Context: an optimization exercise on an open-source flow, tuned for small area, a short achievable clock period and few clock cycles per item. The choices shown serve that exercise and are no tape-out recipe. Where RTL was checked, it was by simulation tests only, not by an equivalence proof against the original. For run 2, only the layout was checked, not whether the RTL still works. No activity file was given, so power comes from the tool's default toggle rates.

==> flow/design.v, too long to show whole: its modules and the start of the top module <==
// module top_module: 3176 lines
// module fa_cell: 4 lines
// module xnor_cell: 3 lines
// module or_cell: 3 lines
module top_module(clk, reset, INIT, READY, DONE,
                  input_ram_en, input_ram_addr, input_ram_data,
                  filter_rom_en, filter_rom_addr, filter_rom_data,
                  conv_valid, conv_out);
  // ...
==> flow/flow/run.sh <==
#!/bin/bash
# Layout flow: the standard ORFS flow (standard.sh), with these changes:
#  - port buffers: at the start of global placement, flow/pre_gpl.tcl removes the
#    synthesis buffers (as the standard flow does there) and puts a
#    sky130_fd_sc_hd__buf_4 on every input port and a sky130_fd_sc_hd__buf_1 on every
#    output port, in place of the standard buffer_ports call; they are kept through
#    the step's own remove_buffers and released for timing repair by
#    flow/post_gpl.tcl;
#  - clock tree synthesis arguments: -sink_clustering_enable -repair_clock_nets -dont_use_dummy_load -buf_list sky130_fd_sc_hd__clkbuf_8 -sink_clustering_size 15 -sink_clustering_max_diameter 60
# The whole make output goes to flow_make.log in the work folder; ORFS also keeps
# each step's own log under orfs/logs/.
set -euo pipefail
export CTS_ARGS="-sink_clustering_enable -repair_clock_nets -dont_use_dummy_load -buf_list sky130_fd_sc_hd__clkbuf_8 -sink_clustering_size 15 -sink_clustering_max_diameter 60"
bash standard.sh "DONT_BUFFER_PORTS=1" "PRE_GLOBAL_PLACE_TCL=$PWD/flow/pre_gpl.tcl" "POST_GLOBAL_PLACE_TCL=$PWD/flow/post_gpl.tcl" "CTS_ARGS=$CTS_ARGS" finish > flow_make.log 2>&1
==> flow/flow/post_gpl.tcl <==
# Let timing repair resize the port buffers again.
unset_dont_touch [get_cells {input* output*}]
==> flow/flow/pre_gpl.tcl <==
# Buffer every input and output port (the standard flow's buffer_ports, with chosen cells).
remove_buffers
buffer_ports -inputs -buffer_cell sky130_fd_sc_hd__buf_4
buffer_ports -outputs -buffer_cell sky130_fd_sc_hd__buf_1
set_dont_touch [get_cells {input* output*}]
puts "port buffers: [llength [get_cells {input* output*}]]"
==> flow/standard.sh <==
#!/bin/bash
# synth_recipe.tcl (not shown) runs the flow's synth.tcl, then flattens the netlist and writes it again
# the make line also repeats each setting of config.mk as NAME=value (left out here)
make -C /OpenROAD-flow-scripts/flow DESIGN_CONFIG=/design/flow/config.mk WORK_HOME=/design/flow/orfs CLKGATE_MAP_FILE= SYNTH_SCRIPT=/design/flow/synth_recipe.tcl "${@:-finish}"
==> flow/config.mk <==
export PLATFORM = sky130hd
export DESIGN_NAME = top_module
export DESIGN_NICKNAME = top_module
export VERILOG_FILES = /design/flow/design.v
export SDC_FILE = /design/flow/constraint.sdc
export NUM_CORES = 4
export LEC_CHECK = 0
export CAP_MARGIN = 20
export CORE_MARGIN = 2
export CORE_UTILIZATION = 55
export PLACE_DENSITY = 0.75
export SETUP_SLACK_MARGIN = 3.4
export SLEW_MARGIN = 20
export SYNTH_HIERARCHICAL = 1
export SYNTH_MINIMUM_KEEP_SIZE = 0
==> flow/constraint.sdc <==
create_clock -name core_clock -period 6.0 [get_ports {clk}]
set_input_delay 1.2000 -clock core_clock [delete_from_list [all_inputs] [get_ports {clk}]]
set_output_delay 1.2000 -clock core_clock [all_outputs]
set_load 0.01 [all_outputs]
==> run notes, run 1 <==
critical path's top delay family=adder cells; total negative setup slack=0 ns; reg-to-reg setup timing slack=3.49 ns; count of unique library cells instantiated by Yosys=47; number of nets in the finished design=2384; power dissipated in the clock network=1060 uW; adder and majority cell fraction of the synthesized area=0.509; routed length on met3=6170 um; Area after DPL=22300 um^2; detailed-route wire length per cell=26.8 um; area taken by multi-input logic gates=14700 um^2; element type at the critical path end=register; clock network power share=0.097; width of the die=194 um; number of clock buffers inserted by TritonCTS=27; FILL cells=2730; Post-Synthesis Cells=1676; biggest registers after layout=acc x20, rd_addr x10; number of I/O port buffers=166; leading post-synthesis cells by cell area=fa_1, dfxtp_1, nand2_1, clkbuf_1, ha_1; launch instance of the worst min-delay path=k2_1620$_DFF_P_; highest achievable clock rate=0.389 GHz; slowest cell on the critical path=fa_1; std cell rows=69; run status=no timing/DRC/antenna violations; sequential element share of the synthesized area=0.305; clock-cell share of area=0.0162; Buffers, non-clock=169; GR Layer Usage met2=0.524; global routing usage on met1=0.424; number of enable-type register cells in the synthesized netlist=0; cell area after layout=22900 um^2; total power density per cell area=477 nW/um^2; total core area=35700 um^2; final period demand of the worst path=2.57 ns; area of the die=37800 um^2; number of antenna cells inserted=0; Hold Crit Class=register to register; worst setup path end=k1_1289$_DFF_P_; H-tree depth=1; Hold Path Sink=k3_1712$_DFF_P_; clock insertion delay at the later pin of the skew report=0.59 ns; FFs & Latches=304; worst reg2reg startpoint=k1_1234$_DFF_P_; Post-Synthesis Mean Instance Area=11.9 um^2
Testbench counts, summed over its fixed seeds: cycles 8,320, items 4,112.
==> inputs of run 2 (changes only) <==
--- a/flow/design.v
+++ b/flow/design.v
@@ -1482,24 +1482,20 @@
 wire s1603;
 wire c1604;
 wire s1605;
 wire c1606;
 wire s1607;
 wire c1608;
 wire s1609;
 wire c1610;
-wire s1611;
-wire c1612;
-wire s1613;
-wire c1614;
-wire s1615;
-wire c1616;
-wire s1617;
-wire c1618;
+wire s1665;
+wire c1666;
+wire s1667;
+wire c1668;
 wire s1669;
 wire c1670;
 wire s1671;
 wire c1672;
 wire s1673;
 wire c1674;
 wire s1675;
 wire c1676;
@@ -1532,46 +1528,46 @@
 wire s1703;
 wire c1704;
 wire s1705;
 wire c1706;
 wire s1707;
 wire c1708;
 wire s1709;
 wire c1710;
-wire a1740;
-wire a1741;
-wire a1742;
-wire a1743;
-wire a1744;
-wire a1745;
-wire a1746;
-wire a1747;
-wire a1748;
-wire a1749;
+wire s1711;
+wire c1712;
+wire s1713;
+wire c1714;
+wire s1715;
+wire c1716;
+wire s1717;
+wire c1718;
+wire s1719;
+wire c1720;
 wire a1750;
 wire a1751;
 wire a1752;
 wire a1753;
 wire a1754;
 wire a1755;
 wire a1756;
 wire a1757;
 wire a1758;
 wire a1759;
-wire s1760;
-wire c1761;
-wire s1762;
-wire c1763;
-wire s1764;
-wire c1765;
-wire s1766;
-wire c1767;
-wire s1768;
-wire c1769;
+wire a1760;
+wire a1761;
+wire a1762;
+wire a1763;
+wire a1764;
+wire a1765;
+wire a1766;
+wire a1767;
+wire a1768;
+wire a1769;
 wire s1770;
 wire c1771;
 wire s1772;
 wire c1773;
 wire s1774;
 wire c1775;
 wire s1776;
 wire c1777;
@@ -1594,16 +1590,20 @@
 wire s1794;
 wire c1795;
 wire s1796;
 wire c1797;
 wire s1798;
 wire c1799;
 wire s1800;
 wire c1801;
+wire s1802;
+wire c1803;
+wire s1804;
+wire c1805;
 assign p1 = ~(input_ram_data[0] & filter_rom_data[0]);
 assign p2 = ~(input_ram_data[0] & filter_rom_data[1]);
 assign p3 = ~(input_ram_data[0] & filter_rom_data[2]);
 assign p4 = ~(input_ram_data[0] & filter_rom_data[3]);
 assign p5 = ~(input_ram_data[0] & filter_rom_data[4]);
 assign p6 = ~(input_ram_data[0] & filter_rom_data[5]);
 assign p7 = ~(input_ram_data[0] & filter_rom_data[6]);
 assign p8 = ~(input_ram_data[0] & filter_rom_data[7]);
@@ -2470,187 +2470,187 @@
 fa_cell u_s1407 (.a(k1_1222), .b(k1_1223), .c(k1_1224), .s(s1407), .co(c1408));
 fa_cell u_s1409 (.a(k1_1225), .b(k1_1226), .c(k1_1227), .s(s1409), .co(c1410));
 fa_cell u_s1411 (.a(k1_1228), .b(k1_1229), .c(k1_1230), .s(s1411), .co(c1412));
 fa_cell u_s1413 (.a(c1386), .b(c1388), .c(c1390), .s(s1413), .co(c1414));
 fa_cell u_s1415 (.a(c1392), .b(s1403), .c(s1405), .s(s1415), .co(c1416));
 fa_cell u_s1417 (.a(s1407), .b(s1409), .c(s1411), .s(s1417), .co(c1418));
 fa_cell u_s1419 (.a(c1394), .b(c1396), .c(c1398), .s(s1419), .co(c1420));
 fa_cell u_s1421 (.a(s1413), .b(s1415), .c(s1417), .s(s1421), .co(c1422));
-fa_cell u_s1423 (.a(c1400), .b(s1419), .c(s1421), .s(s1423), .co(c1424));
-fa_cell u_s1425 (.a(k1_1231), .b(k1_1232), .c(k1_1233), .s(s1425), .co(c1426));
-fa_cell u_s1427 (.a(k1_1234), .b(k1_1235), .c(k1_1236), .s(s1427), .co(c1428));
-fa_cell u_s1429 (.a(k1_1237), .b(k1_1238), .c(k1_1239), .s(s1429), .co(c1430));
-fa_cell u_s1431 (.a(k1_1240), .b(k1_1241), .c(k1_1242), .s(s1431), .co(c1432));
-fa_cell u_s1433 (.a(k1_1243), .b(k1_1244), .c(k1_1245), .s(s1433), .co(c1434));
-fa_cell u_s1435 (.a(k1_1246), .b(k1_1247), .c(k1_1248), .s(s1435), .co(c1436));
-fa_cell u_s1437 (.a(k1_1249), .b(c1404), .c(c1406), .s(s1437), .co(c1438));
-fa_cell u_s1439 (.a(c1408), .b(c1410), .c(c1412), .s(s1439), .co(c1440));
-fa_cell u_s1441 (.a(s1425), .b(s1427), .c(s1429), .s(s1441), .co(c1442));
-fa_cell u_s1443 (.a(s1431), .b(s1433), .c(s1435), .s(s1443), .co(c1444));
-fa_cell u_s1445 (.a(c1414), .b(c1416), .c(c1418), .s(s1445), .co(c1446));
-fa_cell u_s1447 (.a(s1437), .b(s1439), .c(s1441), .s(s1447), .co(c1448));
-fa_cell u_s1449 (.a(s1443), .b(c1420), .c(c1422), .s(s1449), .co(c1450));
-fa_cell u_s1451 (.a(k1_1250), .b(k1_1251), .c(k1_1252), .s(s1451), .co(c1452));
-fa_cell u_s1453 (.a(k1_1253), .b(k1_1254), .c(k1_1255), .s(s1453), .co(c1454));
-fa_cell u_s1455 (.a(k1_1256), .b(k1_1257), .c(k1_1258), .s(s1455), .co(c1456));
-fa_cell u_s1457 (.a(k1_1259), .b(k1_1260), .c(k1_1261), .s(s1457), .co(c1458));
-fa_cell u_s1459 (.a(k1_1262), .b(k1_1263), .c(k1_1264), .s(s1459), .co(c1460));
-fa_cell u_s1461 (.a(k1_1265), .b(k1_1266), .c(k1_1267), .s(s1461), .co(c1462));
-fa_cell u_s1463 (.a(k1_1268), .b(k1_1269), .c(c1426), .s(s1463), .co(c1464));
-fa_cell u_s1465 (.a(c1428), .b(c1430), .c(c1432), .s(s1465), .co(c1466));
-fa_cell u_s1467 (.a(c1434), .b(c1436), .c(s1451), .s(s1467), .co(c1468));
-fa_cell u_s1469 (.a(s1453), .b(s1455), .c(s1457), .s(s1469), .co(c1470));
-fa_cell u_s1471 (.a(s1459), .b(s1461), .c(c1438), .s(s1471), .co(c1472));
-fa_cell u_s1473 (.a(c1440), .b(c1442), .c(c1444), .s(s1473), .co(c1474));
-fa_cell u_s1475 (.a(s1463), .b(s1465), .c(s1467), .s(s1475), .co(c1476));
-fa_cell u_s1477 (.a(s1469), .b(c1446), .c(s1471), .s(s1477), .co(c1478));
-fa_cell u_s1479 (.a(c1448), .b(s1473), .c(s1475), .s(s1479), .co(c1480));
-fa_cell u_s1481 (.a(k1_1270), .b(k1_1271), .c(k1_1272), .s(s1481), .co(c1482));
-fa_cell u_s1483 (.a(k1_1273), .b(k1_1274), .c(k1_1275), .s(s1483), .co(c1484));
-fa_cell u_s1485 (.a(k1_1276), .b(k1_1277), .c(k1_1278), .s(s1485), .co(c1486));
-fa_cell u_s1487 (.a(k1_1279), .b(k1_1280), .c(k1_1281), .s(s1487), .co(c1488));
-fa_cell u_s1489 (.a(k1_1282), .b(k1_1283), .c(k1_1284), .s(s1489), .co(c1490));
-fa_cell u_s1491 (.a(k1_1285), .b(k1_1286), .c(k1_1287), .s(s1491), .co(c1492));
-fa_cell u_s1493 (.a(k1_1288), .b(k1_1289), .c(c1452), .s(s1493), .co(c1494));
-fa_cell u_s1495 (.a(c1454), .b(c1456), .c(c1458), .s(s1495), .co(c1496));
-fa_cell u_s1497 (.a(c1460), .b(c1462), .c(s1481), .s(s1497), .co(c1498));
-fa_cell u_s1499 (.a(s1483), .b(s1485), .c(s1487), .s(s1499), .co(c1500));
-fa_cell u_s1501 (.a(s1489), .b(s1491), .c(c1464), .s(s1501), .co(c1502));
-fa_cell u_s1503 (.a(c1466), .b(c1468), .c(c1470), .s(s1503), .co(c1504));
-fa_cell u_s1505 (.a(s1493), .b(s1495), .c(s1497), .s(s1505), .co(c1506));
-fa_cell u_s1507 (.a(s1499), .b(c1472), .c(c1474), .s(s1507), .co(c1508));
-fa_cell u_s1509 (.a(s1501), .b(c1476), .c(s1503), .s(s1509), .co(c1510));
-fa_cell u_s1511 (.a(k1_1290), .b(k1_1291), .c(k1_1292), .s(s1511), .co(c1512));
-fa_cell u_s1513 (.a(k1_1293), .b(k1_1294), .c(k1_1295), .s(s1513), .co(c1514));
-fa_cell u_s1515 (.a(k1_1296), .b(k1_1297), .c(k1_1298), .s(s1515), .co(c1516));
-fa_cell u_s1517 (.a(k1_1299), .b(k1_1300), .c(k1_1301), .s(s1517), .co(c1518));
-fa_cell u_s1519 (.a(k1_1302), .b(k1_1303), .c(k1_1304), .s(s1519), .co(c1520));
-fa_cell u_s1521 (.a(k1_1305), .b(k1_1306), .c(c1482), .s(s1521), .co(c1522));
-fa_cell u_s1523 (.a(c1484), .b(c1486), .c(c1488), .s(s1523), .co(c1524));
-fa_cell u_s1525 (.a(c1490), .b(c1492), .c(s1511), .s(s1525), .co(c1526));
-fa_cell u_s1527 (.a(s1513), .b(s1515), .c(s1517), .s(s1527), .co(c1528));
-fa_cell u_s1529 (.a(s1519), .b(c1494), .c(c1496), .s(s1529), .co(c1530));
-fa_cell u_s1531 (.a(c1498), .b(c1500), .c(s1521), .s(s1531), .co(c1532));
-fa_cell u_s1533 (.a(s1523), .b(s1525), .c(s1527), .s(s1533), .co(c1534));
-fa_cell u_s1535 (.a(c1502), .b(c1504), .c(s1529), .s(s1535), .co(c1536));
-fa_cell u_s1537 (.a(c1506), .b(s1531), .c(s1533), .s(s1537), .co(c1538));
-fa_cell u_s1539 (.a(k1_1307), .b(k1_1308), .c(k1_1309), .s(s1539), .co(c1540));
-fa_cell u_s1541 (.a(k1_1310), .b(k1_1311), .c(k1_1312), .s(s1541), .co(c1542));
-fa_cell u_s1543 (.a(k1_1313), .b(k1_1314), .c(k1_1315), .s(s1543), .co(c1544));
-fa_cell u_s1545 (.a(k1_1316), .b(k1_1317), .c(k1_1318), .s(s1545), .co(c1546));
-fa_cell u_s1547 (.a(k1_1319), .b(k1_1320), .c(c1512), .s(s1547), .co(c1548));
-fa_cell u_s1549 (.a(c1514), .b(c1516), .c(c1518), .s(s1549), .co(c1550));
-fa_cell u_s1551 (.a(c1520), .b(s1539), .c(s1541), .s(s1551), .co(c1552));
-fa_cell u_s1553 (.a(s1543), .b(s1545), .c(c1522), .s(s1553), .co(c1554));
-fa_cell u_s1555 (.a(c1524), .b(c1526), .c(c1528), .s(s1555), .co(c1556));
-fa_cell u_s1557 (.a(s1547), .b(s1549), .c(s1551), .s(s1557), .co(c1558));
-fa_cell u_s1559 (.a(c1530), .b(c1532), .c(s1553), .s(s1559), .co(c1560));
-fa_cell u_s1561 (.a(c1534), .b(s1555), .c(s1557), .s(s1561), .co(c1562));
-fa_cell u_s1563 (.a(k1_1321), .b(k1_1322), .c(k1_1323), .s(s1563), .co(c1564));
-fa_cell u_s1565 (.a(k1_1324), .b(k1_1325), .c(k1_1326), .s(s1565), .co(c1566));
-fa_cell u_s1567 (.a(k1_1327), .b(k1_1328), .c(k1_1329), .s(s1567), .co(c1568));
-fa_cell u_s1569 (.a(k1_1330), .b(k1_1331), .c(k1_1332), .s(s1569), .co(c1570));
-fa_cell u_s1571 (.a(k1_1333), .b(c1540), .c(c1542), .s(s1571), .co(c1572));
-fa_cell u_s1573 (.a(c1544), .b(c1546), .c(s1563), .s(s1573), .co(c1574));
-fa_cell u_s1575 (.a(s1565), .b(s1567), .c(s1569), .s(s1575), .co(c1576));
-fa_cell u_s1577 (.a(c1548), .b(c1550), .c(c1552), .s(s1577), .co(c1578));
-fa_cell u_s1579 (.a(s1571), .b(s1573), .c(s1575), .s(s1579), .co(c1580));
-fa_cell u_s1581 (.a(c1554), .b(c1556), .c(c1558), .s(s1581), .co(c1582));
-fa_cell u_s1583 (.a(k1_1334), .b(k1_1335), .c(k1_1336), .s(s1583), .co(c1584));
-fa_cell u_s1585 (.a(k1_1337), .b(k1_1338), .c(k1_1339), .s(s1585), .co(c1586));
-fa_cell u_s1587 (.a(k1_1340), .b(k1_1341), .c(k1_1342), .s(s1587), .co(c1588));
-fa_cell u_s1589 (.a(c1564), .b(c1566), .c(c1568), .s(s1589), .co(c1590));
-fa_cell u_s1591 (.a(c1570), .b(s1583), .c(s1585), .s(s1591), .co(c1592));
-fa_cell u_s1593 (.a(s1587), .b(c1572), .c(c1574), .s(s1593), .co(c1594));
-fa_cell u_s1595 (.a(c1576), .b(s1589), .c(s1591), .s(s1595), .co(c1596));
-fa_cell u_s1597 (.a(c1578), .b(c1580), .c(s1593), .s(s1597), .co(c1598));
-fa_cell u_s1599 (.a(k1_1343), .b(k1_1344), .c(k1_1345), .s(s1599), .co(c1600));
-fa_cell u_s1601 (.a(k1_1346), .b(k1_1347), .c(k1_1348), .s(s1601), .co(c1602));
-fa_cell u_s1603 (.a(c1584), .b(c1586), .c(c1588), .s(s1603), .co(c1604));
-fa_cell u_s1605 (.a(s1599), .b(s1601), .c(c1590), .s(s1605), .co(c1606));
-fa_cell u_s1607 (.a(c1592), .b(s1603), .c(c1594), .s(s1607), .co(c1608));
-fa_cell u_s1609 (.a(k1_1349), .b(k1_1350), .c(k1_1351), .s(s1609), .co(c1610));
-fa_cell u_s1611 (.a(k1_1352), .b(k1_1353), .c(c1600), .s(s1611), .co(c1612));
-fa_cell u_s1613 (.a(c1602), .b(s1609), .c(c1604), .s(s1613), .co(c1614));
-fa_cell u_s1615 (.a(s1611), .b(c1606), .c(s1613), .s(s1615), .co(c1616));
-fa_cell u_s1617 (.a(k1_1354), .b(c1610), .c(c1612), .s(s1617), .co(c1618));
-fa_cell u_s1669 (.a(k2_1626), .b(k2_1627), .c(k2_1628), .s(s1669), .co(c1670));
-fa_cell u_s1671 (.a(k2_1629), .b(k2_1630), .c(c1670), .s(s1671), .co(c1672));
-fa_cell u_s1673 (.a(k2_1631), .b(k2_1632), .c(k2_1633), .s(s1673), .co(c1674));
-fa_cell u_s1675 (.a(k2_1634), .b(s1673), .c(c1672), .s(s1675), .co(c1676));
-fa_cell u_s1677 (.a(k2_1635), .b(k2_1636), .c(k2_1637), .s(s1677), .co(c1678));
-fa_cell u_s1679 (.a(c1674), .b(s1677), .c(c1676), .s(s1679), .co(c1680));
-fa_cell u_s1681 (.a(k2_1638), .b(k2_1639), .c(k2_1640), .s(s1681), .co(c1682));
-fa_cell u_s1683 (.a(k2_1641), .b(k2_1642), .c(c1678), .s(s1683), .co(c1684));
-fa_cell u_s1685 (.a(k2_1643), .b(k2_1644), .c(k2_1645), .s(s1685), .co(c1686));
-fa_cell u_s1687 (.a(k2_1646), .b(c1682), .c(s1685), .s(s1687), .co(c1688));
-fa_cell u_s1689 (.a(k2_1647), .b(k2_1648), .c(k2_1649), .s(s1689), .co(c1690));
-fa_cell u_s1691 (.a(k2_1650), .b(c1686), .c(s1689), .s(s1691), .co(c1692));
-fa_cell u_s1693 (.a(k2_1651), .b(k2_1652), .c(k2_1653), .s(s1693), .co(c1694));
-fa_cell u_s1695 (.a(k2_1654), .b(k2_1655), .c(c1690), .s(s1695), .co(c1696));
-fa_cell u_s1697 (.a(s1693), .b(c1692), .c(s1695), .s(s1697), .co(c1698));
-fa_cell u_s1699 (.a(k2_1656), .b(k2_1657), .c(k2_1658), .s(s1699), .co(c1700));
+fa_cell u_s1423 (.a(k1_1231), .b(k1_1232), .c(k1_1233), .s(s1423), .co(c1424));
+fa_cell u_s1425 (.a(k1_1234), .b(k1_1235), .c(k1_1236), .s(s1425), .co(c1426));
+fa_cell u_s1427 (.a(k1_1237), .b(k1_1238), .c(k1_1239), .s(s1427), .co(c1428));
+fa_cell u_s1429 (.a(k1_1240), .b(k1_1241), .c(k1_1242), .s(s1429), .co(c1430));
+fa_cell u_s1431 (.a(k1_1243), .b(k1_1244), .c(k1_1245), .s(s1431), .co(c1432));
+fa_cell u_s1433 (.a(k1_1246), .b(k1_1247), .c(k1_1248), .s(s1433), .co(c1434));
+fa_cell u_s1435 (.a(k1_1249), .b(c1404), .c(c1406), .s(s1435), .co(c1436));
+fa_cell u_s1437 (.a(c1408), .b(c1410), .c(c1412), .s(s1437), .co(c1438));
+fa_cell u_s1439 (.a(s1423), .b(s1425), .c(s1427), .s(s1439), .co(c1440));
+fa_cell u_s1441 (.a(s1429), .b(s1431), .c(s1433), .s(s1441), .co(c1442));
+fa_cell u_s1443 (.a(c1414), .b(c1416), .c(c1418), .s(s1443), .co(c1444));
+fa_cell u_s1445 (.a(s1435), .b(s1437), .c(s1439), .s(s1445), .co(c1446));
+fa_cell u_s1447 (.a(s1441), .b(c1420), .c(c1422), .s(s1447), .co(c1448));
+fa_cell u_s1449 (.a(k1_1250), .b(k1_1251), .c(k1_1252), .s(s1449), .co(c1450));
+fa_cell u_s1451 (.a(k1_1253), .b(k1_1254), .c(k1_1255), .s(s1451), .co(c1452));
+fa_cell u_s1453 (.a(k1_1256), .b(k1_1257), .c(k1_1258), .s(s1453), .co(c1454));
+fa_cell u_s1455 (.a(k1_1259), .b(k1_1260), .c(k1_1261), .s(s1455), .co(c1456));
+fa_cell u_s1457 (.a(k1_1262), .b(k1_1263), .c(k1_1264), .s(s1457), .co(c1458));
+fa_cell u_s1459 (.a(k1_1265), .b(k1_1266), .c(k1_1267), .s(s1459), .co(c1460));
+fa_cell u_s1461 (.a(k1_1268), .b(k1_1269), .c(c1424), .s(s1461), .co(c1462));
+fa_cell u_s1463 (.a(c1426), .b(c1428), .c(c1430), .s(s1463), .co(c1464));
+fa_cell u_s1465 (.a(c1432), .b(c1434), .c(s1449), .s(s1465), .co(c1466));
+fa_cell u_s1467 (.a(s1451), .b(s1453), .c(s1455), .s(s1467), .co(c1468));
+fa_cell u_s1469 (.a(s1457), .b(s1459), .c(c1436), .s(s1469), .co(c1470));
+fa_cell u_s1471 (.a(c1438), .b(c1440), .c(c1442), .s(s1471), .co(c1472));
+fa_cell u_s1473 (.a(s1461), .b(s1463), .c(s1465), .s(s1473), .co(c1474));
+fa_cell u_s1475 (.a(s1467), .b(c1444), .c(s1469), .s(s1475), .co(c1476));
+fa_cell u_s1477 (.a(k1_1270), .b(k1_1271), .c(k1_1272), .s(s1477), .co(c1478));
+fa_cell u_s1479 (.a(k1_1273), .b(k1_1274), .c(k1_1275), .s(s1479), .co(c1480));
+fa_cell u_s1481 (.a(k1_1276), .b(k1_1277), .c(k1_1278), .s(s1481), .co(c1482));
+fa_cell u_s1483 (.a(k1_1279), .b(k1_1280), .c(k1_1281), .s(s1483), .co(c1484));
+fa_cell u_s1485 (.a(k1_1282), .b(k1_1283), .c(k1_1284), .s(s1485), .co(c1486));
+fa_cell u_s1487 (.a(k1_1285), .b(k1_1286), .c(k1_1287), .s(s1487), .co(c1488));
+fa_cell u_s1489 (.a(k1_1288), .b(k1_1289), .c(c1450), .s(s1489), .co(c1490));
+fa_cell u_s1491 (.a(c1452), .b(c1454), .c(c1456), .s(s1491), .co(c1492));
+fa_cell u_s1493 (.a(c1458), .b(c1460), .c(s1477), .s(s1493), .co(c1494));
+fa_cell u_s1495 (.a(s1479), .b(s1481), .c(s1483), .s(s1495), .co(c1496));
+fa_cell u_s1497 (.a(s1485), .b(s1487), .c(c1462), .s(s1497), .co(c1498));
+fa_cell u_s1499 (.a(c1464), .b(c1466), .c(c1468), .s(s1499), .co(c1500));
+fa_cell u_s1501 (.a(s1489), .b(s1491), .c(s1493), .s(s1501), .co(c1502));
+fa_cell u_s1503 (.a(s1495), .b(c1470), .c(c1472), .s(s1503), .co(c1504));
+fa_cell u_s1505 (.a(s1497), .b(c1474), .c(s1499), .s(s1505), .co(c1506));
+fa_cell u_s1507 (.a(k1_1290), .b(k1_1291), .c(k1_1292), .s(s1507), .co(c1508));
+fa_cell u_s1509 (.a(k1_1293), .b(k1_1294), .c(k1_1295), .s(s1509), .co(c1510));
+fa_cell u_s1511 (.a(k1_1296), .b(k1_1297), .c(k1_1298), .s(s1511), .co(c1512));
+fa_cell u_s1513 (.a(k1_1299), .b(k1_1300), .c(k1_1301), .s(s1513), .co(c1514));
+fa_cell u_s1515 (.a(k1_1302), .b(k1_1303), .c(k1_1304), .s(s1515), .co(c1516));
+fa_cell u_s1517 (.a(k1_1305), .b(k1_1306), .c(c1478), .s(s1517), .co(c1518));
+fa_cell u_s1519 (.a(c1480), .b(c1482), .c(c1484), .s(s1519), .co(c1520));
+fa_cell u_s1521 (.a(c1486), .b(c1488), .c(s1507), .s(s1521), .co(c1522));
+fa_cell u_s1523 (.a(s1509), .b(s1511), .c(s1513), .s(s1523), .co(c1524));
+fa_cell u_s1525 (.a(s1515), .b(c1490), .c(c1492), .s(s1525), .co(c1526));
+fa_cell u_s1527 (.a(c1494), .b(c1496), .c(s1517), .s(s1527), .co(c1528));
+fa_cell u_s1529 (.a(s1519), .b(s1521), .c(s1523), .s(s1529), .co(c1530));
+fa_cell u_s1531 (.a(c1498), .b(c1500), .c(s1525), .s(s1531), .co(c1532));
+fa_cell u_s1533 (.a(k1_1307), .b(k1_1308), .c(k1_1309), .s(s1533), .co(c1534));
+fa_cell u_s1535 (.a(k1_1310), .b(k1_1311), .c(k1_1312), .s(s1535), .co(c1536));
+fa_cell u_s1537 (.a(k1_1313), .b(k1_1314), .c(k1_1315), .s(s1537), .co(c1538));
+fa_cell u_s1539 (.a(k1_1316), .b(k1_1317), .c(k1_1318), .s(s1539), .co(c1540));
+fa_cell u_s1541 (.a(k1_1319), .b(k1_1320), .c(c1508), .s(s1541), .co(c1542));
+fa_cell u_s1543 (.a(c1510), .b(c1512), .c(c1514), .s(s1543), .co(c1544));
+fa_cell u_s1545 (.a(c1516), .b(s1533), .c(s1535), .s(s1545), .co(c1546));
+fa_cell u_s1547 (.a(s1537), .b(s1539), .c(c1518), .s(s1547), .co(c1548));
+fa_cell u_s1549 (.a(c1520), .b(c1522), .c(c1524), .s(s1549), .co(c1550));
+fa_cell u_s1551 (.a(s1541), .b(s1543), .c(s1545), .s(s1551), .co(c1552));
+fa_cell u_s1553 (.a(c1526), .b(c1528), .c(s1547), .s(s1553), .co(c1554));
+fa_cell u_s1555 (.a(k1_1321), .b(k1_1322), .c(k1_1323), .s(s1555), .co(c1556));
+fa_cell u_s1557 (.a(k1_1324), .b(k1_1325), .c(k1_1326), .s(s1557), .co(c1558));
+fa_cell u_s1559 (.a(k1_1327), .b(k1_1328), .c(k1_1329), .s(s1559), .co(c1560));
+fa_cell u_s1561 (.a(k1_1330), .b(k1_1331), .c(k1_1332), .s(s1561), .co(c1562));
+fa_cell u_s1563 (.a(k1_1333), .b(c1534), .c(c1536), .s(s1563), .co(c1564));
+fa_cell u_s1565 (.a(c1538), .b(c1540), .c(s1555), .s(s1565), .co(c1566));
+fa_cell u_s1567 (.a(s1557), .b(s1559), .c(s1561), .s(s1567), .co(c1568));
+fa_cell u_s1569 (.a(c1542), .b(c1544), .c(c1546), .s(s1569), .co(c1570));
+fa_cell u_s1571 (.a(s1563), .b(s1565), .c(s1567), .s(s1571), .co(c1572));
+fa_cell u_s1573 (.a(c1548), .b(c1550), .c(c1552), .s(s1573), .co(c1574));
+fa_cell u_s1575 (.a(k1_1334), .b(k1_1335), .c(k1_1336), .s(s1575), .co(c1576));
+fa_cell u_s1577 (.a(k1_1337), .b(k1_1338), .c(k1_1339), .s(s1577), .co(c1578));
+fa_cell u_s1579 (.a(k1_1340), .b(k1_1341), .c(k1_1342), .s(s1579), .co(c1580));
+fa_cell u_s1581 (.a(c1556), .b(c1558), .c(c1560), .s(s1581), .co(c1582));
+fa_cell u_s1583 (.a(c1562), .b(s1575), .c(s1577), .s(s1583), .co(c1584));
+fa_cell u_s1585 (.a(s1579), .b(c1564), .c(c1566), .s(s1585), .co(c1586));
+fa_cell u_s1587 (.a(c1568), .b(s1581), .c(s1583), .s(s1587), .co(c1588));
+fa_cell u_s1589 (.a(c1570), .b(c1572), .c(s1585), .s(s1589), .co(c1590));
+fa_cell u_s1591 (.a(k1_1343), .b(k1_1344), .c(k1_1345), .s(s1591), .co(c1592));
+fa_cell u_s1593 (.a(k1_1346), .b(k1_1347), .c(k1_1348), .s(s1593), .co(c1594));
+fa_cell u_s1595 (.a(c1576), .b(c1578), .c(c1580), .s(s1595), .co(c1596));
+fa_cell u_s1597 (.a(s1591), .b(s1593), .c(c1582), .s(s1597), .co(c1598));
+fa_cell u_s1599 (.a(c1584), .b(s1595), .c(c1586), .s(s1599), .co(c1600));
+fa_cell u_s1601 (.a(k1_1349), .b(k1_1350), .c(k1_1351), .s(s1601), .co(c1602));
+fa_cell u_s1603 (.a(k1_1352), .b(k1_1353), .c(c1592), .s(s1603), .co(c1604));
+fa_cell u_s1605 (.a(c1594), .b(s1601), .c(c1596), .s(s1605), .co(c1606));
+fa_cell u_s1607 (.a(s1603), .b(c1598), .c(s1605), .s(s1607), .co(c1608));
+fa_cell u_s1609 (.a(k1_1354), .b(c1602), .c(c1604), .s(s1609), .co(c1610));
+fa_cell u_s1665 (.a(k2_1618), .b(k2_1619), .c(k2_1620), .s(s1665), .co(c1666));
+fa_cell u_s1667 (.a(k2_1621), .b(k2_1622), .c(k2_1623), .s(s1667), .co(c1668));
+fa_cell u_s1669 (.a(k2_1624), .b(c1666), .c(s1667), .s(s1669), .co(c1670));
+fa_cell u_s1671 (.a(k2_1625), .b(k2_1626), .c(k2_1627), .s(s1671), .co(c1672));
+fa_cell u_s1673 (.a(c1668), .b(s1671), .c(c1670), .s(s1673), .co(c1674));
+fa_cell u_s1675 (.a(k2_1628), .b(k2_1629), .c(k2_1630), .s(s1675), .co(c1676));
+fa_cell u_s1677 (.a(k2_1631), .b(k2_1632), .c(c1672), .s(s1677), .co(c1678));
+fa_cell u_s1679 (.a(s1675), .b(s1677), .c(c1674), .s(s1679), .co(c1680));
+fa_cell u_s1681 (.a(k2_1633), .b(k2_1634), .c(k2_1635), .s(s1681), .co(c1682));
+fa_cell u_s1683 (.a(k2_1636), .b(c1676), .c(s1681), .s(s1683), .co(c1684));
+fa_cell u_s1685 (.a(k2_1637), .b(k2_1638), .c(k2_1639), .s(s1685), .co(c1686));
+fa_cell u_s1687 (.a(k2_1640), .b(k2_1641), .c(k2_1642), .s(s1687), .co(c1688));
+fa_cell u_s1689 (.a(c1682), .b(s1685), .c(s1687), .s(s1689), .co(c1690));
+fa_cell u_s1691 (.a(k2_1643), .b(k2_1644), .c(k2_1645), .s(s1691), .co(c1692));
+fa_cell u_s1693 (.a(k2_1646), .b(k2_1647), .c(c1686), .s(s1693), .co(c1694));
+fa_cell u_s1695 (.a(c1688), .b(s1691), .c(c1690), .s(s1695), .co(c1696));
+fa_cell u_s1697 (.a(k2_1648), .b(k2_1649), .c(k2_1650), .s(s1697), .co(c1698));
+fa_cell u_s1699 (.a(k2_1651), .b(c1692), .c(s1697), .s(s1699), .co(c1700));
 fa_cell u_s1701 (.a(c1694), .b(s1699), .c(c1696), .s(s1701), .co(c1702));
-fa_cell u_s1703 (.a(k2_1659), .b(k2_1660), .c(k2_1661), .s(s1703), .co(c1704));
-fa_cell u_s1705 (.a(k2_1662), .b(c1700), .c(s1703), .s(s1705), .co(c1706));
-fa_cell u_s1707 (.a(k2_1663), .b(k2_1664), .c(c1704), .s(s1707), .co(c1708));
-fa_cell u_s1709 (.a(k2_1665), .b(k2_1666), .c(k2_1667), .s(s1709), .co(c1710));
-assign a1740 = ~(acc[0] & g_q[0]);
-assign a1741 = ~(acc[1] & g_q[0]);
-assign a1742 = ~(acc[2] & g_q[0]);
-assign a1743 = ~(acc[3] & g_q[0]);
-assign a1744 = ~(acc[4] & g_q[0]);
-assign a1745 = ~(acc[5] & g_q[0]);
-assign a1746 = ~(acc[6] & g_q[0]);
-assign a1747 = ~(acc[7] & g_q[0]);
-assign a1748 = ~(acc[8] & g_q[0]);
-assign a1749 = ~(acc[9] & g_q[0]);
-assign a1750 = ~(acc[10] & g_q[0]);
-assign a1751 = ~(acc[11] & g_q[0]);
-assign a1752 = ~(acc[12] & g_q[0]);
-assign a1753 = ~(acc[13] & g_q[0]);
-assign a1754 = ~(acc[14] & g_q[0]);
-assign a1755 = ~(acc[15] & g_q[0]);
-assign a1756 = ~(acc[16] & g_q[0]);
-assign a1757 = ~(acc[17] & g_q[0]);
-assign a1758 = ~(acc[18] & g_q[0]);
-assign a1759 = ~(acc[19] & g_q[0]);
-xnor_cell u_s1760 (.a(k3_1722), .b(k3_1723), .y(s1760));
-or_cell u_c1761 (.a(k3_1722), .b(k3_1723), .y(c1761));
-xnor_cell u_s1762 (.a(k3_1725), .b(k3_1726), .y(s1762));
-or_cell u_c1763 (.a(k3_1725), .b(k3_1726), .y(c1763));
-xnor_cell u_s1764 (.a(k3_1727), .b(k3_1728), .y(s1764));
-or_cell u_c1765 (.a(k3_1727), .b(k3_1728), .y(c1765));
-xnor_cell u_s1766 (.a(k3_1711), .b(k3_1712), .y(s1766));
-or_cell u_c1767 (.a(k3_1711), .b(k3_1712), .y(c1767));
-xnor_cell u_s1768 (.a(k3_1713), .b(a1741), .y(s1768));
-or_cell u_c1769 (.a(k3_1713), .b(a1741), .y(c1769));
-xnor_cell u_s1770 (.a(k3_1714), .b(a1742), .y(s1770));
-or_cell u_c1771 (.a(k3_1714), .b(a1742), .y(c1771));
-fa_cell u_s1772 (.a(k3_1715), .b(k3_1716), .c(a1743), .s(s1772), .co(c1773));
-xnor_cell u_s1774 (.a(k3_1717), .b(a1744), .y(s1774));
-or_cell u_c1775 (.a(k3_1717), .b(a1744), .y(c1775));
-xnor_cell u_s1776 (.a(k3_1718), .b(a1745), .y(s1776));
-or_cell u_c1777 (.a(k3_1718), .b(a1745), .y(c1777));
-xnor_cell u_s1778 (.a(k3_1719), .b(a1746), .y(s1778));
-or_cell u_c1779 (.a(k3_1719), .b(a1746), .y(c1779));
-xnor_cell u_s1780 (.a(k3_1720), .b(a1747), .y(s1780));
-or_cell u_c1781 (.a(k3_1720), .b(a1747), .y(c1781));
-xnor_cell u_s1782 (.a(k3_1721), .b(a1748), .y(s1782));
-or_cell u_c1783 (.a(k3_1721), .b(a1748), .y(c1783));
-fa_cell u_s1784 (.a(k3_1724), .b(a1749), .c(s1760), .s(s1784), .co(c1785));
-fa_cell u_s1786 (.a(a1750), .b(c1761), .c(s1762), .s(s1786), .co(c1787));
-fa_cell u_s1788 (.a(a1751), .b(c1763), .c(s1764), .s(s1788), .co(c1789));
-fa_cell u_s1790 (.a(k3_1729), .b(a1752), .c(c1765), .s(s1790), .co(c1791));
-fa_cell u_s1792 (.a(k3_1730), .b(k3_1731), .c(a1753), .s(s1792), .co(c1793));
-fa_cell u_s1794 (.a(k3_1732), .b(k3_1733), .c(a1754), .s(s1794), .co(c1795));
-fa_cell u_s1796 (.a(k3_1734), .b(k3_1735), .c(a1755), .s(s1796), .co(c1797));
-fa_cell u_s1798 (.a(k3_1736), .b(k3_1737), .c(a1756), .s(s1798), .co(c1799));
-fa_cell u_s1800 (.a(k3_1738), .b(k3_1739), .c(a1757), .s(s1800), .co(c1801));
+fa_cell u_s1703 (.a(k2_1652), .b(k2_1653), .c(k2_1654), .s(s1703), .co(c1704));
+fa_cell u_s1705 (.a(c1698), .b(s1703), .c(c1700), .s(s1705), .co(c1706));
+fa_cell u_s1707 (.a(k2_1655), .b(k2_1656), .c(k2_1657), .s(s1707), .co(c1708));
+fa_cell u_s1709 (.a(k2_1658), .b(c1704), .c(s1707), .s(s1709), .co(c1710));
+fa_cell u_s1711 (.a(k2_1659), .b(k2_1660), .c(c1708), .s(s1711), .co(c1712));
+fa_cell u_s1713 (.a(k2_1661), .b(k2_1662), .c(k2_1663), .s(s1713), .co(c1714));
+xnor_cell u_s1715 (.a(c1678), .b(s1683), .y(s1715));
+or_cell u_c1716 (.a(c1678), .b(s1683), .y(c1716));
+xnor_cell u_s1717 (.a(c1684), .b(s1689), .y(s1717));
+or_cell u_c1718 (.a(c1684), .b(s1689), .y(c1718));
+xnor_cell u_s1719 (.a(s1693), .b(s1695), .y(s1719));
+or_cell u_c1720 (.a(s1693), .b(s1695), .y(c1720));
+assign a1750 = ~(acc[0] & g_q[0]);
+assign a1751 = ~(acc[1] & g_q[0]);
+assign a1752 = ~(acc[2] & g_q[0]);
+assign a1753 = ~(acc[3] & g_q[0]);
+assign a1754 = ~(acc[4] & g_q[0]);
+assign a1755 = ~(acc[5] & g_q[0]);
+assign a1756 = ~(acc[6] & g_q[0]);
+assign a1757 = ~(acc[7] & g_q[0]);
+assign a1758 = ~(acc[8] & g_q[0]);
+assign a1759 = ~(acc[9] & g_q[0]);
+assign a1760 = ~(acc[10] & g_q[0]);
+assign a1761 = ~(acc[11] & g_q[0]);
+assign a1762 = ~(acc[12] & g_q[0]);
+assign a1763 = ~(acc[13] & g_q[0]);
+assign a1764 = ~(acc[14] & g_q[0]);
+assign a1765 = ~(acc[15] & g_q[0]);
+assign a1766 = ~(acc[16] & g_q[0]);
+assign a1767 = ~(acc[17] & g_q[0]);
+assign a1768 = ~(acc[18] & g_q[0]);
+assign a1769 = ~(acc[19] & g_q[0]);
+xnor_cell u_s1770 (.a(k3_1721), .b(k3_1722), .y(s1770));
+or_cell u_c1771 (.a(k3_1721), .b(k3_1722), .y(c1771));
+xnor_cell u_s1772 (.a(k3_1723), .b(a1751), .y(s1772));
+or_cell u_c1773 (.a(k3_1723), .b(a1751), .y(c1773));
+xnor_cell u_s1774 (.a(k3_1724), .b(a1752), .y(s1774));
+or_cell u_c1775 (.a(k3_1724), .b(a1752), .y(c1775));
+fa_cell u_s1776 (.a(k3_1725), .b(k3_1726), .c(a1753), .s(s1776), .co(c1777));
+xnor_cell u_s1778 (.a(k3_1727), .b(a1754), .y(s1778));
+or_cell u_c1779 (.a(k3_1727), .b(a1754), .y(c1779));
+xnor_cell u_s1780 (.a(k3_1728), .b(a1755), .y(s1780));
+or_cell u_c1781 (.a(k3_1728), .b(a1755), .y(c1781));
+xnor_cell u_s1782 (.a(k3_1729), .b(a1756), .y(s1782));
+or_cell u_c1783 (.a(k3_1729), .b(a1756), .y(c1783));
+xnor_cell u_s1784 (.a(k3_1730), .b(a1757), .y(s1784));
+or_cell u_c1785 (.a(k3_1730), .b(a1757), .y(c1785));
+xnor_cell u_s1786 (.a(k3_1731), .b(a1758), .y(s1786));
+or_cell u_c1787 (.a(k3_1731), .b(a1758), .y(c1787));
+fa_cell u_s1788 (.a(k3_1732), .b(k3_1733), .c(a1759), .s(s1788), .co(c1789));
+fa_cell u_s1790 (.a(k3_1734), .b(k3_1735), .c(a1760), .s(s1790), .co(c1791));
+fa_cell u_s1792 (.a(k3_1736), .b(k3_1737), .c(a1761), .s(s1792), .co(c1793));
+fa_cell u_s1794 (.a(k3_1738), .b(k3_1739), .c(a1762), .s(s1794), .co(c1795));
+fa_cell u_s1796 (.a(k3_1740), .b(k3_1741), .c(a1763), .s(s1796), .co(c1797));
+fa_cell u_s1798 (.a(k3_1742), .b(k3_1743), .c(a1764), .s(s1798), .co(c1799));
+fa_cell u_s1800 (.a(k3_1744), .b(k3_1745), .c(a1765), .s(s1800), .co(c1801));
+fa_cell u_s1802 (.a(k3_1746), .b(k3_1747), .c(a1766), .s(s1802), .co(c1803));
+fa_cell u_s1804 (.a(k3_1748), .b(k3_1749), .c(a1767), .s(s1804), .co(c1805));
 reg k1_1173;
 reg k1_1174;
 reg k1_1175;
 reg k1_1176;
 reg k1_1177;
 reg k1_1178;
 reg k1_1179;
 reg k1_1180;
@@ -2823,16 +2823,24 @@
 reg k1_1347;
 reg k1_1348;
 reg k1_1349;
 reg k1_1350;
 reg k1_1351;
 reg k1_1352;
 reg k1_1353;
 reg k1_1354;
+reg k2_1611;
+reg k2_1612;
+reg k2_1613;
+reg k2_1614;
+reg k2_1615;
+reg k2_1616;
+reg k2_1617;
+reg k2_1618;
 reg k2_1619;
 reg k2_1620;
 reg k2_1621;
 reg k2_1622;
 reg k2_1623;
 reg k2_1624;
 reg k2_1625;
 reg k2_1626;
@@ -2869,30 +2877,16 @@
 reg k2_1657;
 reg k2_1658;
 reg k2_1659;
 reg k2_1660;
 reg k2_1661;
 reg k2_1662;
 reg k2_1663;
 reg k2_1664;
-reg k2_1665;
-reg k2_1666;
-reg k2_1667;
-reg k2_1668;
-reg k3_1711;
-reg k3_1712;
-reg k3_1713;
-reg k3_1714;
-reg k3_1715;
-reg k3_1716;
-reg k3_1717;
-reg k3_1718;
-reg k3_1719;
-reg k3_1720;
 reg k3_1721;
 reg k3_1722;
 reg k3_1723;
 reg k3_1724;
 reg k3_1725;
 reg k3_1726;
 reg k3_1727;
 reg k3_1728;
@@ -2902,16 +2896,26 @@
 reg k3_1732;
 reg k3_1733;
 reg k3_1734;
 reg k3_1735;
 reg k3_1736;
 reg k3_1737;
 reg k3_1738;
 reg k3_1739;
+reg k3_1740;
+reg k3_1741;
+reg k3_1742;
+reg k3_1743;
+reg k3_1744;
+reg k3_1745;
+reg k3_1746;
+reg k3_1747;
+reg k3_1748;
+reg k3_1749;
 always @(posedge clk) begin
     k1_1173 <= s515;
     k1_1174 <= s517;
     k1_1175 <= s529;
     k1_1176 <= s531;
     k1_1177 <= s533;
     k1_1178 <= s551;
     k1_1179 <= s553;
@@ -3085,98 +3089,102 @@
     k1_1347 <= s1167;
     k1_1348 <= s1169;
     k1_1349 <= c1164;
     k1_1350 <= c1166;
     k1_1351 <= c1168;
     k1_1352 <= c1170;
     k1_1353 <= s1171;
     k1_1354 <= c1172;
-    k2_1619 <= k1_1173;
-    k2_1620 <= k1_1174;
-    k2_1621 <= s1355;
-    k2_1622 <= s1361;
-    k2_1623 <= s1367;
-    k2_1624 <= s1369;
-    k2_1625 <= s1383;
-    k2_1626 <= s1399;
-    k2_1627 <= c1384;
-    k2_1628 <= s1401;
-    k2_1629 <= c1402;
-    k2_1630 <= s1423;
-    k2_1631 <= s1445;
-    k2_1632 <= s1447;
-    k2_1633 <= c1424;
-    k2_1634 <= s1449;
-    k2_1635 <= c1450;
-    k2_1636 <= s1477;
-    k2_1637 <= s1479;
-    k2_1638 <= s1505;
-    k2_1639 <= c1478;
-    k2_1640 <= s1507;
-    k2_1641 <= c1480;
-    k2_1642 <= s1509;
-    k2_1643 <= c1508;
-    k2_1644 <= c1510;
-    k2_1645 <= s1535;
-    k2_1646 <= s1537;
-    k2_1647 <= c1536;
-    k2_1648 <= s1559;
-    k2_1649 <= c1538;
-    k2_1650 <= s1561;
-    k2_1651 <= s1577;
-    k2_1652 <= s1579;
-    k2_1653 <= c1560;
-    k2_1654 <= c1562;
-    k2_1655 <= s1581;
-    k2_1656 <= s1595;
-    k2_1657 <= c1582;
-    k2_1658 <= s1597;
-    k2_1659 <= s1605;
-    k2_1660 <= c1596;
-    k2_1661 <= c1598;
-    k2_1662 <= s1607;
+    k2_1611 <= k1_1173;
+    k2_1612 <= k1_1174;
+    k2_1613 <= s1355;
+    k2_1614 <= s1361;
+    k2_1615 <= s1367;
+    k2_1616 <= s1369;
+    k2_1617 <= s1383;
+    k2_1618 <= s1399;
+    k2_1619 <= c1384;
+    k2_1620 <= s1401;
+    k2_1621 <= c1400;
+    k2_1622 <= s1419;
+    k2_1623 <= s1421;
+    k2_1624 <= c1402;
+    k2_1625 <= s1443;
+    k2_1626 <= s1445;
+    k2_1627 <= s1447;
+    k2_1628 <= c1446;
+    k2_1629 <= s1471;
+    k2_1630 <= s1473;
+    k2_1631 <= c1448;
+    k2_1632 <= s1475;
+    k2_1633 <= s1501;
+    k2_1634 <= c1476;
+    k2_1635 <= s1503;
+    k2_1636 <= s1505;
+    k2_1637 <= c1502;
+    k2_1638 <= s1527;
+    k2_1639 <= s1529;
+    k2_1640 <= c1504;
+    k2_1641 <= c1506;
+    k2_1642 <= s1531;
+    k2_1643 <= c1530;
+    k2_1644 <= s1549;
+    k2_1645 <= s1551;
+    k2_1646 <= c1532;
+    k2_1647 <= s1553;
+    k2_1648 <= s1569;
+    k2_1649 <= s1571;
+    k2_1650 <= c1554;
+    k2_1651 <= s1573;
+    k2_1652 <= s1587;
+    k2_1653 <= c1574;
+    k2_1654 <= s1589;
+    k2_1655 <= s1597;
+    k2_1656 <= c1588;
+    k2_1657 <= c1590;
+    k2_1658 <= s1599;
+    k2_1659 <= c1600;
+    k2_1660 <= s1607;
+    k2_1661 <= c1606;
+    k2_1662 <= s1609;
     k2_1663 <= c1608;
-    k2_1664 <= s1615;
-    k2_1665 <= c1614;
-    k2_1666 <= s1617;
-    k2_1667 <= c1616;
-    k2_1668 <= c1618;
-    k3_1711 <= k2_1619;
-    k3_1712 <= k2_1620;
-    k3_1713 <= k2_1621;
-    k3_1714 <= k2_1622;
-    k3_1715 <= k2_1623;
-    k3_1716 <= k2_1624;
-    k3_1717 <= k2_1625;
-    k3_1718 <= s1669;
-    k3_1719 <= s1671;
-    k3_1720 <= s1675;
-    k3_1721 <= s1679;
-    k3_1722 <= s1681;
-    k3_1723 <= s1683;
-    k3_1724 <= c1680;
-    k3_1725 <= c1684;
-    k3_1726 <= s1687;
-    k3_1727 <= c1688;
-    k3_1728 <= s1691;
-    k3_1729 <= s1697;
-    k3_1730 <= c1698;
-    k3_1731 <= s1701;
-    k3_1732 <= s1705;
-    k3_1733 <= c1702;
-    k3_1734 <= c1706;
-    k3_1735 <= s1707;
-    k3_1736 <= s1709;
-    k3_1737 <= c1708;
-    k3_1738 <= k2_1668;
-    k3_1739 <= c1710;
+    k2_1664 <= c1610;
+    k3_1721 <= k2_1611;
+    k3_1722 <= k2_1612;
+    k3_1723 <= k2_1613;
+    k3_1724 <= k2_1614;
+    k3_1725 <= k2_1615;
+    k3_1726 <= k2_1616;
+    k3_1727 <= k2_1617;
+    k3_1728 <= s1665;
+    k3_1729 <= s1669;
+    k3_1730 <= s1673;
+    k3_1731 <= s1679;
+    k3_1732 <= s1715;
+    k3_1733 <= c1680;
+    k3_1734 <= s1717;
+    k3_1735 <= c1716;
+    k3_1736 <= s1719;
+    k3_1737 <= c1718;
+    k3_1738 <= s1701;
+    k3_1739 <= c1720;
+    k3_1740 <= s1705;
+    k3_1741 <= c1702;
+    k3_1742 <= s1709;
+    k3_1743 <= c1706;
+    k3_1744 <= c1710;
+    k3_1745 <= s1711;
+    k3_1746 <= s1713;
+    k3_1747 <= c1712;
+    k3_1748 <= k2_1664;
+    k3_1749 <= c1714;
 end
 always @(posedge clk)
-    acc <= ~({a1759, a1758, s1800, s1798, s1796, s1794, s1792, s1790, s1788, s1786, s1784, s1782, s1780, s1778, s1776, s1774, s1772, s1770, s1768, s1766} + {1'b1, c1801, c1799, c1797, c1795, c1793, c1791, c1789, c1787, c1785, c1783, c1781, c1779, c1777, c1775, c1773, c1771, c1769, c1767, a1740} + 20'd1);
+    acc <= ~({a1769, a1768, s1804, s1802, s1800, s1798, s1796, s1794, s1792, s1790, s1788, s1786, s1784, s1782, s1780, s1778, s1776, s1774, s1772, s1770} + {1'b1, c1805, c1803, c1801, c1799, c1797, c1795, c1793, c1791, c1789, c1787, c1785, c1783, c1781, c1779, c1777, c1775, c1773, c1771, a1750} + 20'd1);
 assign conv_out = acc;
 endmodule
 module fa_cell(input a, input b, input c, output s, output co);
 assign s = a ^ b ^ c;
 assign co = (a & b) | (a & c) | (b & c);
 endmodule
 module xnor_cell(input a, input b, output y);
 assign y = ~(a ^ b);
==> flow/config.mk (replaced) <==
export PLATFORM = sky130hd
export DESIGN_NAME = top_module
export DESIGN_NICKNAME = top_module
export VERILOG_FILES = /design/flow/design.v
export SDC_FILE = /design/flow/constraint.sdc
export NUM_CORES = 4
export LEC_CHECK = 0
export CAP_MARGIN = 20
export CORE_MARGIN = 2
export CORE_UTILIZATION = 55
export PLACE_DENSITY = 0.75
export SETUP_SLACK_MARGIN = 3.5
export SLEW_MARGIN = 20
export SYNTH_HIERARCHICAL = 1
export SYNTH_MINIMUM_KEEP_SIZE = 0
==> run 2 against run 1 <==
Compared with the run above: critical path type unchanged; combinational power is 3.4% lower; still clean on timing, DRC and antenna; die area up 0.40%; global-route usage shrank 0.22 points; sequential cell count is 4 higher; largest power group unchanged; area after synthesis up 0.40%.
==> run notes, run 2 <==
number of enable-type register cells in the synthesized netlist=0 (unchanged); critical path's top delay family=adder cells (unchanged); Max Root-Sink Buffers=3 (unchanged); area overhead of the layout relative to synthesis=17.0% (was 14.6%); Primary FF master, synth=dfxtp_1 (unchanged); Worst setup SP type=primary input (unchanged); Die Y-Extent=195 um (was 194 um); biggest registers after layout=acc x20, rd_addr x10 (unchanged); maximum vdd ir drop=0.224 mV (was 0.264 mV); worst r2r path cells=10 (was 4); endpoints failing hold=0 (unchanged); most common cell after layout, fill and taps aside=nand2_1 (unchanged); total negative setup slack=0 ns (unchanged); Top reg by flops=acc (unchanged); net switching share of the total power=0.409 (was 0.418); detailed-router iteration count before antenna repair=5 (was 7); clock tree skew after final layout=0.0515 ns (was 0.0479 ns); number of antenna violations at the first check in global routing=5 (was 4); width of the die=195 um (was 194 um); total of hold buffers inserted after clock tree synthesis=0 (unchanged); HPWL Detailed=49500 um (was 49800 um); detailed-route wire length per cell=26.6 um (was 26.8 um); number of slew-limit violations in the final report=0 (unchanged); DRC viols=0 (unchanged); Buf+Inv Stages, Crit Path=1 (unchanged); Routed Wire Length=58700 um (was 58800 um); worst reg2reg startpoint=g_q$_DFF_P_ (was k1_1234$_DFF_P_); Gate power share=0.578 (was 0.591); final core occ=0.656 (was 0.641); post-synth top area cell=fa_1 (unchanged); total power density per cell area=460 nW/um^2 (was 477 nW/um^2); most frequent cells in the layout=nand2_1, dfxtp_1, fa_1, fa_2, nand2_2 (was nand2_1, dfxtp_1, fa_1, fa_2, buf_4); Setup CP Type=primary input to register (unchanged); total core area=35700 um^2 (about the same); hold path depth=0 (unchanged); RSZ-0062 raised after global routing=yes (unchanged); fraction of final layout cells sized beyond drive strength 1=0.371 (was 0.336); FILL cells=2737 (was 2730); slew at the pin with the worst max-slew slack=0.428 ns (was 0.449 ns); number of nets in the finished design=2396 (was 2384); detailed-route vias per instance=5.72 (was 5.69); via count of the first global-routing pass=14200 (was 14000); Mapped Nets=2326 (was 2322); number of I/O port buffers=166 (unchanged); element type at the critical path end=register (unchanged); sequential element share of the synthesized area=0.308 (was 0.305); Area after DPL=22700 um^2 (was 22300 um^2); critical path, cell by cell=buf_4 -> nand2_2 -> fa_2 -> fa_2 -> fa_1 (was buf_4 -> nand2_2 -> fa_2 -> fa_1 -> fa_1); DRT iter0 DRCs=883 (was 912); clock insertion delay at the later pin of the skew report=0.60 ns (was 0.59 ns); r2r endpoint=acc[16]$_DFF_P_ (was k2_1637$_DFF_P_); launch instance of the worst min-delay path=k1_1173$_DFF_P_ (was k2_1620$_DFF_P_); area taken by multi-input logic gates=15000 um^2 (was 14700 um^2); Register Area=6170 um^2 (was 6090 um^2); share of total power in sequential cells=0.320 (was 0.312); crit share post-route=0.426 (was 0.428); clock slew seen by the registers of the worst setup and hold paths=0.09 ns (about the same); GRT Util Overall=0.320 (was 0.322); netlist area before placement=20000 um^2 (about the same); Num Clock Sinks=308 (was 304); TritonCTS clock tree=done (unchanged); design internal power=6370 uW (was 6350 uW); Starting Density=0.560 (about the same); via count=12600 (was 12500); most frequent cell after synthesis=nand2_1 (unchanged); highest routing layer actually used=met5 (unchanged); routed length on met3=5660 um (was 6170 um); flip-flop and latch count after synthesis=308 (was 304); final setup violating endpoints=0 (unchanged); area of the die=38000 um^2 (was 37800 um^2); data required time at the worst endpoint=6.45 ns (was 6.48 ns); Post-Synthesis Cells=1680 (was 1676); wire length of the first global-routing pass=87300 um (was 87400 um); data arrival time of the worst path=3.00 ns (was 3.05 ns); leakage power total=0.00838 uW (was 0.00812 uW); clock network power share=0.102 (was 0.097); smallest hold slack=0.332 ns (was 0.334 ns); run status=no timing/DRC/antenna violations (unchanged); Max-cap violations=0 (unchanged); clock root buffer master=clkbuf_8 (unchanged); antenna viol nets, final=0 (unchanged); count of unique library cells instantiated by Yosys=47 (unchanged); final period demand of the worst path=2.55 ns (was 2.57 ns); met2 routed wirelength=28100 um (was 27800 um); switching pwr=4410 uW (was 4570 uW); flip-flop count of the largest register after layout=20 (unchanged); Async S/R FF share, synth=0 (unchanged); reg-to-reg setup timing slack=3.52 ns (was 3.49 ns); Ys Warns=7 (unchanged); Top cell by count, worst path=fa_2 (was fa_1); remaining max-slew budget at the tightest pin=0.713 (was 0.699); number of clock buffers inserted by TritonCTS=29 (was 27); Hold Crit Class=register to register (unchanged); highest achievable clock rate=0.392 GHz (was 0.389 GHz); worst-path fanout max=8 (unchanged); largest incremental delay on the critical path=0.54 ns (was 0.67 ns); Met1 Routed Length=22900 um (was 22500 um); share of the synthesized area in the top cell type=0.494 (was 0.496); overflow left after global routing=0 (unchanged); cell area after layout=23400 um^2 (was 22900 um^2); top-level I/O count=167 (unchanged); leading post-synthesis cells by cell area=fa_1, dfxtp_1, nand2_1, clkbuf_1, ha_1 (unchanged); maximum number of pins on one net before global-route repair=16 (unchanged); ranking of synthesized cells by instance count=nand2_1, fa_1, dfxtp_1 (unchanged); Post-Synthesis Mean Instance Area=11.9 um^2 (about the same); slowest cell on the critical path=fa_1 (unchanged); Hold Path Sink=k2_1611$_DFF_P_ (was k3_1712$_DFF_P_); H-tree depth=1 (unchanged); std cell rows=69 (unchanged)
## run 2: cell types whose count changed after synthesis
cell,change
dfxtp_1,+4
## run 2: cell type report
class | instances | area share
Clock buffer | 29 | 0.0170
Sequential cell | 308 | 0.263
Tap cell | 461 | 0.0246
Inverter | 8 | 0.00128
Multi-Input combinational cell | 1228 | 0.638
Antenna cell | 1 | 0.000107
Timing Repair Buffer | 175 | 0.0555
## run 2: worst max path at each step
stage,start,to,slack [ns],depth (start not counted)
2_1_floorplan,input_ram_data[52],k1_1249$_DFF_P_,3.14,5
3_3_place_gp,filter_rom_data[1],k1_1215$_DFF_P_,2.87,5
4_1_cts,g_q$_DFF_P_,acc[18]$_DFF_P_,3.46,11
6_report,input_ram_data[45],k1_1333$_DFF_P_,3.45,5
5_1_grt,g_q$_DFF_P_,acc[13]$_DFF_P_,3.44,10
3_5_place_dp,filter_rom_data[1],k1_1215$_DFF_P_,2.83,5
## run 2: cell families after synthesis
| logic type | count (synthesis) | share of synthesized area |
|---|---|---|
| AO/OA/AOI/OAI | 56 | 0.0197 |
| XOR/XNOR | 36 | 0.0157 |
| AND/OR/NAND/NOR | 621 | 0.123 |
| buffers and inverters | 144 | 0.0275 |
| adder cells (fa/ha/maj) | 515 | 0.507 |
| flip-flops | 308 | 0.308 |
## run 2: through the flow
stage	instances	total power [uW]	setup slack, ns
finish	2210	10800	3.45
detailed placement	2172	9480	2.83
global placement	2172	9150	2.87
global route	2209	11800	3.44
CTS	2208	10700	3.46
floorplan	1680	7550	3.14
## run 2: power groups by stage
stage          clock, uW  combinational [uW]  sequential (uW)
2_1_floorplan          0                4150             3400
3_3_place_gp           0                5680             3470
3_5_place_dp           0                5980             3500
4_1_cts             1120                6140             3450
5_1_grt             1190                7030             3530
6_report            1100                6230             3450
## run 2: what timing repair did
| item | in CTS | in global routing |
|---|---|---|
| endpoints found under the hold margin | 0 | 0 |
| gates resized for setup | 28 | 42 |
| pin swaps | 8 | 16 |
| setup endpoints to repair | 14 | 16 |
| cloned | 2 | 0 |
| setup buffers | 5 | 1 |
## run 2: Yosys stat by module (local to each module, per instance)
module / flip-flops and latches / cell area, um^2
fa_cell: 0 / 20.0
xnor_cell: 0 / 8.76
or_cell: 0 / 6.26
top_module: 308 / 10000
## run 2: metal layers
layer | up-vias | track usage
met2 | 692 | 0.527
met1 | 6617 | 0.426
li1 | 5174 | -
met5 | - | 0
met3 | 148 | 0.0710
met4 | 4 | 0.106

[afterwards: timing with drivers on the ports]
No port has a modelled driver above. Below, the same layouts with a new extraction and two added sets of constraints.
Step 1 assumes that a clkbuf_16 drives the clock port and a buf_2 every other input.
Step 2, shift: input delay + t, output delay - t, t = (earliest + latest rising clock arrival at the registers) / 2. This alone moves slack from input paths to output paths.
Three values: ideal, step 1, step 2; two values: the first two.
run | shift t [ns] | setup slack, ns | clock arrival spread, ns | cell pins on the clock port's net
run 1 | 0.615 | 3.429 / 3.447 / 2.837 | 0.049 / 0.050 | 1
run 2 | 0.635 | 3.447 / 3.472 / 2.838 | 0.063 / 0.063 | 1
After both steps every run listed still meets setup and hold. For run 2, which loses most, drivers alone change the setup slack by +0.025 ns; drivers and shift together by -0.609 ns.
